This design comes from an exercise in tuning for a short achievable clock period on the open sky130 flow, not from production work. In this exercise RTL edits were held to simulation tests only and were not proved equivalent to the original. Power is estimated from default activity; no workload was simulated.

### flow/run.sh
#!/bin/bash
# synth_recipe.tcl (not shown) runs the flow's synth.tcl, then flattens the netlist and writes it again
# the make line also repeats each setting of config.mk as NAME=value (left out here)
make -C /OpenROAD-flow-scripts/flow DESIGN_CONFIG=/design/flow/config.mk WORK_HOME=/design/flow/orfs CLKGATE_MAP_FILE= SYNTH_SCRIPT=/design/flow/synth_recipe.tcl finish
### flow/config.mk
export PLATFORM = sky130hd
export DESIGN_NAME = datapath
export DESIGN_NICKNAME = datapath
export VERILOG_FILES = /design/flow/design.v
export SDC_FILE = /design/flow/constraint.sdc
export NUM_CORES = 4
export LEC_CHECK = 0
export CAP_MARGIN = 20
export CORE_MARGIN = 2
export CORE_UTILIZATION = 40
export SETUP_SLACK_MARGIN = 3.0
export SLEW_MARGIN = 20
export SYNTH_HIERARCHICAL = 1
### flow/constraint.sdc
create_clock -name core_clock -period 4.0 [get_ports {Clock}]
set_input_delay 0.8000 -clock core_clock [delete_from_list [all_inputs] [get_ports {Clock}]]
set_output_delay 0.8000 -clock core_clock [all_outputs]
set_load 0.01 [all_outputs]
### flow/design.v
module dp_inv(input a, output y);                  assign y = ~a;                        endmodule
module dp_nand2(input a, b, output y);             assign y = ~(a & b);                  endmodule
module dp_nor2(input a, b, output y);              assign y = ~(a | b);                  endmodule
module dp_xor2(input a, b, output y);              assign y = a ^ b;                     endmodule
module dp_nand4(input a, b, c, d, output y);       assign y = ~(a & b & c & d);          endmodule
module dp_o21ai(input a1, a2, b1, output y);       assign y = ~((a1 | a2) & b1);         endmodule
module dp_a21oi(input a1, a2, b1, output y);       assign y = ~((a1 & a2) | b1);         endmodule
module dp_a22oi(input a1, a2, b1, b2, output y);   assign y = ~((a1 & a2) | (b1 & b2));  endmodule
module dp_mux2i(input a0, a1, s, output y);        assign y = ~(s ? a1 : a0);            endmodule
module dp_and2(input a, b, output y);              assign y = a & b;                     endmodule
module datapath(PCload,JMPmux,IRload,Meminst,MemWr,Aload,Reset,Clock,Sub,Asel,Aeq0,Apos,IR,data_in,dataOut);
input PCload, JMPmux, IRload, Meminst, MemWr, Aload, Reset, Clock, Sub;
input [7:0] data_in;
input [1:0] Asel;
output [7:0] dataOut;
output Apos, Aeq0;
output [2:0] IR;
reg [7:0]  A;         
reg [7:0]  An;        
reg        Aeq0_r;    
reg        Apos_r;    
reg [2:0]  op;        
reg [31:0] ia_oh;     
reg [31:0] pc_oh;     
reg [7:0]  R;         
reg [7:0]  Rn;        
assign dataOut = A;
assign Aeq0 = Aeq0_r;
assign Apos = Apos_r;
assign IR = op;
genvar i, j;
wire [7:0] M [0:31];
generate
  for (i = 0; i < 32; i = i + 1) begin : word
    reg [7:0] w;
    wire we = MemWr & (Meminst ? ia_oh[i] : pc_oh[i]);
    always @(posedge Clock)
      if (we) w <= A;
    assign M[i] = w;
  end
endgenerate
wire [7:0] rdP, rdI;
generate
  for (j = 0; j < 8; j = j + 1) begin : rbit
    wire [15:0] yP, yI;
    wire [3:0]  zP, zI;
    wire [1:0]  vP, vI;
    for (i = 0; i < 16; i = i + 1) begin : l1
      dp_a22oi gP (.a1(pc_oh[2*i]), .a2(M[2*i][j]), .b1(pc_oh[2*i+1]), .b2(M[2*i+1][j]), .y(yP[i]));
      dp_a22oi gI (.a1(ia_oh[2*i]), .a2(M[2*i][j]), .b1(ia_oh[2*i+1]), .b2(M[2*i+1][j]), .y(yI[i]));
    end
    for (i = 0; i < 4; i = i + 1) begin : l2
      dp_nand4 gP (.a(yP[4*i]), .b(yP[4*i+1]), .c(yP[4*i+2]), .d(yP[4*i+3]), .y(zP[i]));
      dp_nand4 gI (.a(yI[4*i]), .b(yI[4*i+1]), .c(yI[4*i+2]), .d(yI[4*i+3]), .y(zI[i]));
    end
    for (i = 0; i < 2; i = i + 1) begin : l3
      dp_nor2 gP (.a(zP[2*i]), .b(zP[2*i+1]), .y(vP[i]));
      dp_nor2 gI (.a(zI[2*i]), .b(zI[2*i+1]), .y(vI[i]));
    end
    dp_nand2 l4P (.a(vP[0]), .b(vP[1]), .y(rdP[j]));
    dp_nand2 l4I (.a(vI[0]), .b(vI[1]), .y(rdI[j]));
  end
endgenerate
wire mR = MemWr;
wire mI = ~MemWr & Meminst;
wire mP = ~MemWr & ~Meminst;
wire [7:0] R_n, Rn_n;
generate
  for (j = 0; j < 8; j = j + 1) begin : rsel
    wire u, v;
    dp_a22oi gu (.a1(mP), .a2(rdP[j]), .b1(mI), .b2(rdI[j]), .y(u));
    dp_nand2 gv (.a(mR), .b(R[j]), .y(v));
    dp_nand2 gr (.a(u), .b(v), .y(R_n[j]));
    dp_and2  gn (.a(u), .b(v), .y(Rn_n[j]));
  end
endgenerate
wire [7:0] bn, x, g, t;
generate
  for (j = 0; j < 8; j = j + 1) begin : l0
    dp_xor2 gb (.a(R[j]), .b(~Sub), .y(bn[j]));        
    dp_xor2 gx (.a(An[j]), .b(bn[j]), .y(x[j]));      
    dp_nor2 gg (.a(An[j]), .b(bn[j]), .y(g[j]));      
    dp_nand2 gt (.a(An[j]), .b(bn[j]), .y(t[j]));     
  end
endgenerate
wire c1, G1n0;
dp_mux2i gc0  (.a0(An[0] | ~R[0]), .a1(An[0] & R[0]), .s(Sub), .y(c1));
dp_mux2i gc0n (.a0(~An[0] & R[0]), .a1(~An[0] | ~R[0]), .s(Sub), .y(G1n0));
wire [7:0] G1n, T1n, G2, T2, G4n;
assign G1n[0] = G1n0;
generate
  for (j = 1; j < 7; j = j + 1) begin : p1
    dp_a21oi gg (.a1(t[j]), .a2(j == 1 ? c1 : g[j-1]), .b1(g[j]), .y(G1n[j]));
    if (j >= 2) dp_nand2 gt (.a(t[j]), .b(t[j-1]), .y(T1n[j]));
  end
  for (j = 2; j < 7; j = j + 1) begin : p2
    dp_o21ai gg (.a1(T1n[j]), .a2(G1n[j-2]), .b1(G1n[j]), .y(G2[j]));
    if (j >= 4) dp_nor2 gt (.a(T1n[j]), .b(T1n[j-2]), .y(T2[j]));
  end
  for (j = 4; j < 7; j = j + 1) begin : p4
    dp_a21oi gg (.a1(T2[j]), .a2(G2[j-4]), .b1(G2[j]), .y(G4n[j]));
  end
endgenerate
assign G2[0] = c1;
dp_inv gi21 (.a(G1n[1]), .y(G2[1]));
wire [7:0] csel = {G4n[6], G4n[5], G4n[4], G2[3], G2[2], G1n[1], c1, Sub};
localparam [7:0] CINV = 8'b1110_0100;
wire aS = ~Reset & Aload & (Asel == 2'd0);    
wire aD = ~Reset & Aload & (Asel == 2'd1);    
wire aR = ~Reset & Aload & (Asel == 2'd2);    
wire aH = ~Reset & ~Aload;                    
wire [7:0] oth = ({8{aD}} & data_in) | ({8{aR}} & ~Rn) | ({8{aH}} & ~An);
wire [7:0] W0  = ({8{aS}} &  x) | oth;       
wire [7:0] W1  = ({8{aS}} & ~x) | oth;       
wire [7:0] A_n, An_n;
wire Apos_n;
generate
  for (j = 0; j < 8; j = j + 1) begin : fin
    if (CINV[j]) begin
      dp_mux2i gm  (.a0(~W1[j]), .a1(~W0[j]), .s(csel[j]), .y(A_n[j]));
      dp_mux2i gmn (.a0(W1[j]),  .a1(W0[j]),  .s(csel[j]), .y(An_n[j]));
    end else begin
      dp_mux2i gm  (.a0(~W0[j]), .a1(~W1[j]), .s(csel[j]), .y(A_n[j]));
      dp_mux2i gmn (.a0(W0[j]),  .a1(W1[j]),  .s(csel[j]), .y(An_n[j]));
    end
  end
endgenerate
dp_mux2i gpos (.a0(W1[7]), .a1(W0[7]), .s(G4n[6]), .y(Apos_n));
wire [7:0] zbit = ~(x ^ {t[6:0], Sub});
wire zsum = &zbit;
wire zoth = (aD & (data_in == 8'd0)) | (aR & (Rn == 8'hff)) | (aH & Aeq0_r) | Reset | (Aload & (Asel == 2'd3));
wire z_n  = (aS & zsum) | zoth;
always @(posedge Clock) begin
  R  <= R_n;
  Rn <= Rn_n;
  A  <= A_n;
  An <= An_n;
  Aeq0_r <= z_n;
  Apos_r <= Apos_n;
  if (Reset) begin
    op <= 3'd0; ia_oh <= 32'd1;
  end else if (IRload) begin
    op <= ~Rn[7:5]; ia_oh <= 32'd1 << ~Rn[4:0];
  end
  if (Reset) pc_oh <= 32'd1;
  else if (PCload) pc_oh <= JMPmux ? ia_oh : {pc_oh[30:0], pc_oh[31]};
end
endmodule
==> run_results.csv <==
group,metric,value,unit
die,top_level_ports,32,
timing,grt_setup_unrepaired,"yes",
timing,maxClockFrequency,0.522,GHz
status,outcome,"timing/DRC/antenna clean",
die,die_x,209,um
detailed_routing,drc_errors,0,
layout,synthToLayoutAreaGrowth,33.2,%
clock_network,worst_setup_hold_path_clk_slew,0.07,ns
global_route,maximum_number_of_pins_on_one_net_before_global_route_repair,68,
clock_network,tritoncts,"yes",
layout,layout.area.seq,0.0100,mm^2
placement,gp_routability_congestion,0.846,
placement,hpwlAfterDp,30.7,mm
synthesis,synth.avg_cell_area,13.5,um^2
detailed_routing,ant_nets,0,
critical_path,critical_path_sink_type,"primary output",
critical_path,crit_path_max_fanout,2,
die,floorplan.core_area,0.0417,mm^2
die,chipHeight,209,um
detailed_routing,routedWlPerCell,27.4,um
critical_path,worst-path-buf-inv,1,
timing,final.setup_skew,0.0219,ns
clock_network,cts_htree_levels,2,
critical_path,timing.critical_path.slowest_stage_cell,"dfxtp_4",
timing,fraction_of_the_cycle_the_final_worst_path_needs,47.9,%
die,placement_rows,75,
timing,tightest_pin_transition,0.417,ns
synthesis,dominantRegCellSynth,"edfxtp_1",
detailed_routing,vias,11800,
timing,final_period_minus_worst_setup_slack,1.92,ns
layout,final_net_count,1427,
global_route,grt_first_pass_wirelength,77.7,mm
critical_path,worst_path_largest_cell_delay,0.42,ns
synthesis,syn_nets,1261,
global_route,vias_in_the_first_global_route,11700,
global_route,grt_util_all_layers,24.3,%
synthesis,synth.yosys.warnings,7,
global_route,antenna_violations_before_repair,0,
synthesis,post_synthesis_sequential_area_ratio,57.9,%
synthesis,async_flop_share,0,%
critical_path,timing.critical_path.cells,"buf_6",
detailed_routing,drt_pass1_iterations,7,
detailed_routing,routed_via_density,5.98,
die,initial_core_util,40.2,%
power_and_ir_drop,power.leakage,0.00729,uW
global_route,global_route_congestion_overflow_total,0,
clock_network,holdBufCountCts,0,
synthesis,postSynthCellCount,1242,
flow_run,cap_viol_max_count,0,
timing,setup_viol,0,
placement,portBuffers,31,
worst_hold_path,hold_path_startpoint,"Rn[5]",
clock_network,cts-buffers-inserted,41,
timing,finalSetupTns,0,ns
critical_path,setup.worst_path.start,"A[3]",
layout,fill_cells,3355,
synthesis,synth_enable_flop_cells,256,
layout,fin_util,53.6,%
clock_network,ctsLongestPathBuffers,3,
synthesis,ys_ff_latch,357,
timing,final_hold_viol_count,0,
power_and_ir_drop,p_per_area,449,mW/mm^2
critical_path,crit_type,"flop to primary output",
synthesis,syn_area,0.0168,mm^2
detailed_routing,drt-initial-drc-count,1160,
synthesis,cell_variety_after_synth,36,
clock_network,clk_latency,0.58,ns
die,die_outline_area,0.0436,mm^2
clock_network,clock-sinks,357,
layout,multi_input_comb_area,0.00810,mm^2
timing,maxSlewViolCount,0,
critical_path,ff_to_ff_start,"pc_oh[2]",
clock_network,clock_tree.root_cell,"clkbuf_16",
critical_path,worst_ep_required_time,3.20,ns
layout,drive_gt1_share,52.6,%
timing,slew_headroom,72.2,%
detailed_routing,drt-total-wl,54.3,mm
critical_path,crit_family,"flip-flops",
worst_hold_path,hold_class,"flop to flop",
power_and_ir_drop,peakVddDrop,0.372,mV
critical_path,critical_path.startpoint_type,"flop",
critical_path,worst-endpoint-arrival,1.12,ns
synth_stat cells, types with 5 or more instances:
master | count | area share, %
o21ai_1 | 5 | 0.15
clkbuf_1 | 28 | 0.63
a211oi_1 | 42 | 1.9
nor2b_1 | 65 | 2.4
mux2i_1 | 83 | 5.0
xor2_1 | 24 | 1.3
nor2_1 | 126 | 2.8
nor4_1 | 5 | 0.19
dfxtp_1 | 101 | 12
a22oi_2 | 264 | 20
and2_1 | 16 | 0.60
nand2_1 | 64 | 1.4
a21oi_2 | 9 | 0.47
buf_2 | 9 | 0.27
nand4_1 | 64 | 2.4
o21ai_0 | 10 | 0.30
edfxtp_1 | 256 | 46
o21a_1 | 8 | 0.36
a21oi_1 | 32 | 0.96
layout make-up:
class	count	area share, %
Multi-Input combinational cell	842	36.3
Clock inverter	17	0.723
Inverter	4	0.0840
Tap cell	539	3.02
Antenna cell	1	0.0112
Clock buffer	59	5.16
Sequential cell	357	44.8
Timing Repair Buffer	162	9.92
what timing repair did:
action | 4_1_cts | 5_1_grt
pin swaps | 74 | 71
gates cloned | 8 | 1
endpoints found under the setup margin | 370 | 490
resized for setup | 440 | 102
buffers inserted | 85 | 31
through the flow:
step	instances	worst slack, ns	total power (uW)	hold WS (ns)	instance area, um^2
4_1_cts	1948	2.08	9810	0.504	21600
6_report	1981	2.08	10000	0.511	22300
3_3_place_gp	1779	0.749	5660	0.493	17900
2_1_floorplan	1242	1.85	5240	0.443	17300
3_5_place_dp	1779	0.678	5670	0.496	17900
5_1_grt	1980	2.05	10300	0.533	22300
kinds of logic (layout without fill, tap and decap cells):
| group | count (synthesis) | after routing | synth area share (%) |
|---|---|---|---|
| AO/OA/AOI/OAI | 372 | 372 | 23.9 |
| XOR/XNOR | 24 | 24 | 1.25 |
| buffers and inverters | 43 | 242 | 1.07 |
| flip-flops | 357 | 357 | 57.9 |
| multiplexers | 83 | 83 | 4.95 |
| other | 0 | 1 | 0 |
| AND/OR/NAND/NOR | 363 | 363 | 10.9 |
modules after synthesis (local to each module, per instance), a selection:
module	flip-flops and latches	area (um^2)	cells inside
dp_a22oi	0	12.5	1
dp_a21oi	0	8.76	1
dp_xor2	0	8.76	1
dp_nor2	0	3.75	1
datapath	357	12300	771
dp_inv	0	3.75	1
worst paths after layout:
kind	to	slack, ns	cells after the start
setup / recovery	dataOut[3]	2.08	1
hold reg to reg	op[0]	0.51	1
setup reg to reg	Rn[1]	2.20	7
hold / removal	op[0]	0.51	1
where the power goes:
group	leakage [uW]	switching, uW	internal (uW)
Combinational	0.00337	1010	821
Clock	0.000649	1540	2150
Sequential	0.00327	307	4210
sequential cells by signal, indices dropped and copies added (netlist names):
name    flops
A           8
Aeq0_r      1
An          8
Apos_r      1
R           8
Rn          8
ia_oh      32
op          3
pc_oh      32
word.w    256
routing by layer:
metal  GRT usage, %  vias to the layer above  share of wire, %
met5              0                        -                 0
met4           8.45                        0               2.9
met3           4.58                       79               6.3
met2           38.3                      398                47
met1           33.7                     6093                44
li1               -                     5278                 -
layout by cell type, fill, tap and decap left out, types with 10 or more instances in the layout:
master	n
a22oi_2	264
edfxtp_1	256
nor2_1	104
dfxtp_4	77
nand4_1	64
mux2i_1	58
buf_6	56
nand2_1	47
clkbuf_16	42
buf_4	36
nor2b_4	33
nor2b_1	32
buf_12	32
a21oi_2	28
a211oi_1	24
dfxtp_1	19
mux2i_2	19
a211oi_2	14
and2_1	14
nor2_2	13
clkbuf_1	12
buf_8	12
nand2_2	11
buf_16	10

separate check: timing with driven ports:
In the flow no input, the clock included, has a driving cell. The finished layout below was timed again as built, in two steps. Step 1 (the two cells are an assumption about what drives the block):
set clk [get_ports {Clock}]
set_driving_cell -lib_cell sky130_fd_sc_hd__clkbuf_16 $clk
set_driving_cell -lib_cell sky130_fd_sc_hd__buf_2 [delete_from_list [all_inputs] $clk]
Step 2 adds t to the input delays and takes it off the output delays; t is the mean of the earliest and latest rising clock arrival at the registers after step 1. Input paths then give back, and output paths get back, about the clock's delay inside the block. Three values: ideal ports, drivers, drivers and shift; two values: the first two.
shift t [ns]: 0.620
setup WS [ns]: 2.085 / 2.028 / 1.462
worst hold slack (ns): 0.511 / 0.511 / 0.511
worst setup path after step 2: input to register
worst data-port slew with drivers (ns): 0.18
After both steps this run still meets setup and hold. The setup slack of this run moves by -0.057 ns with the drivers and by -0.623 ns with both steps.
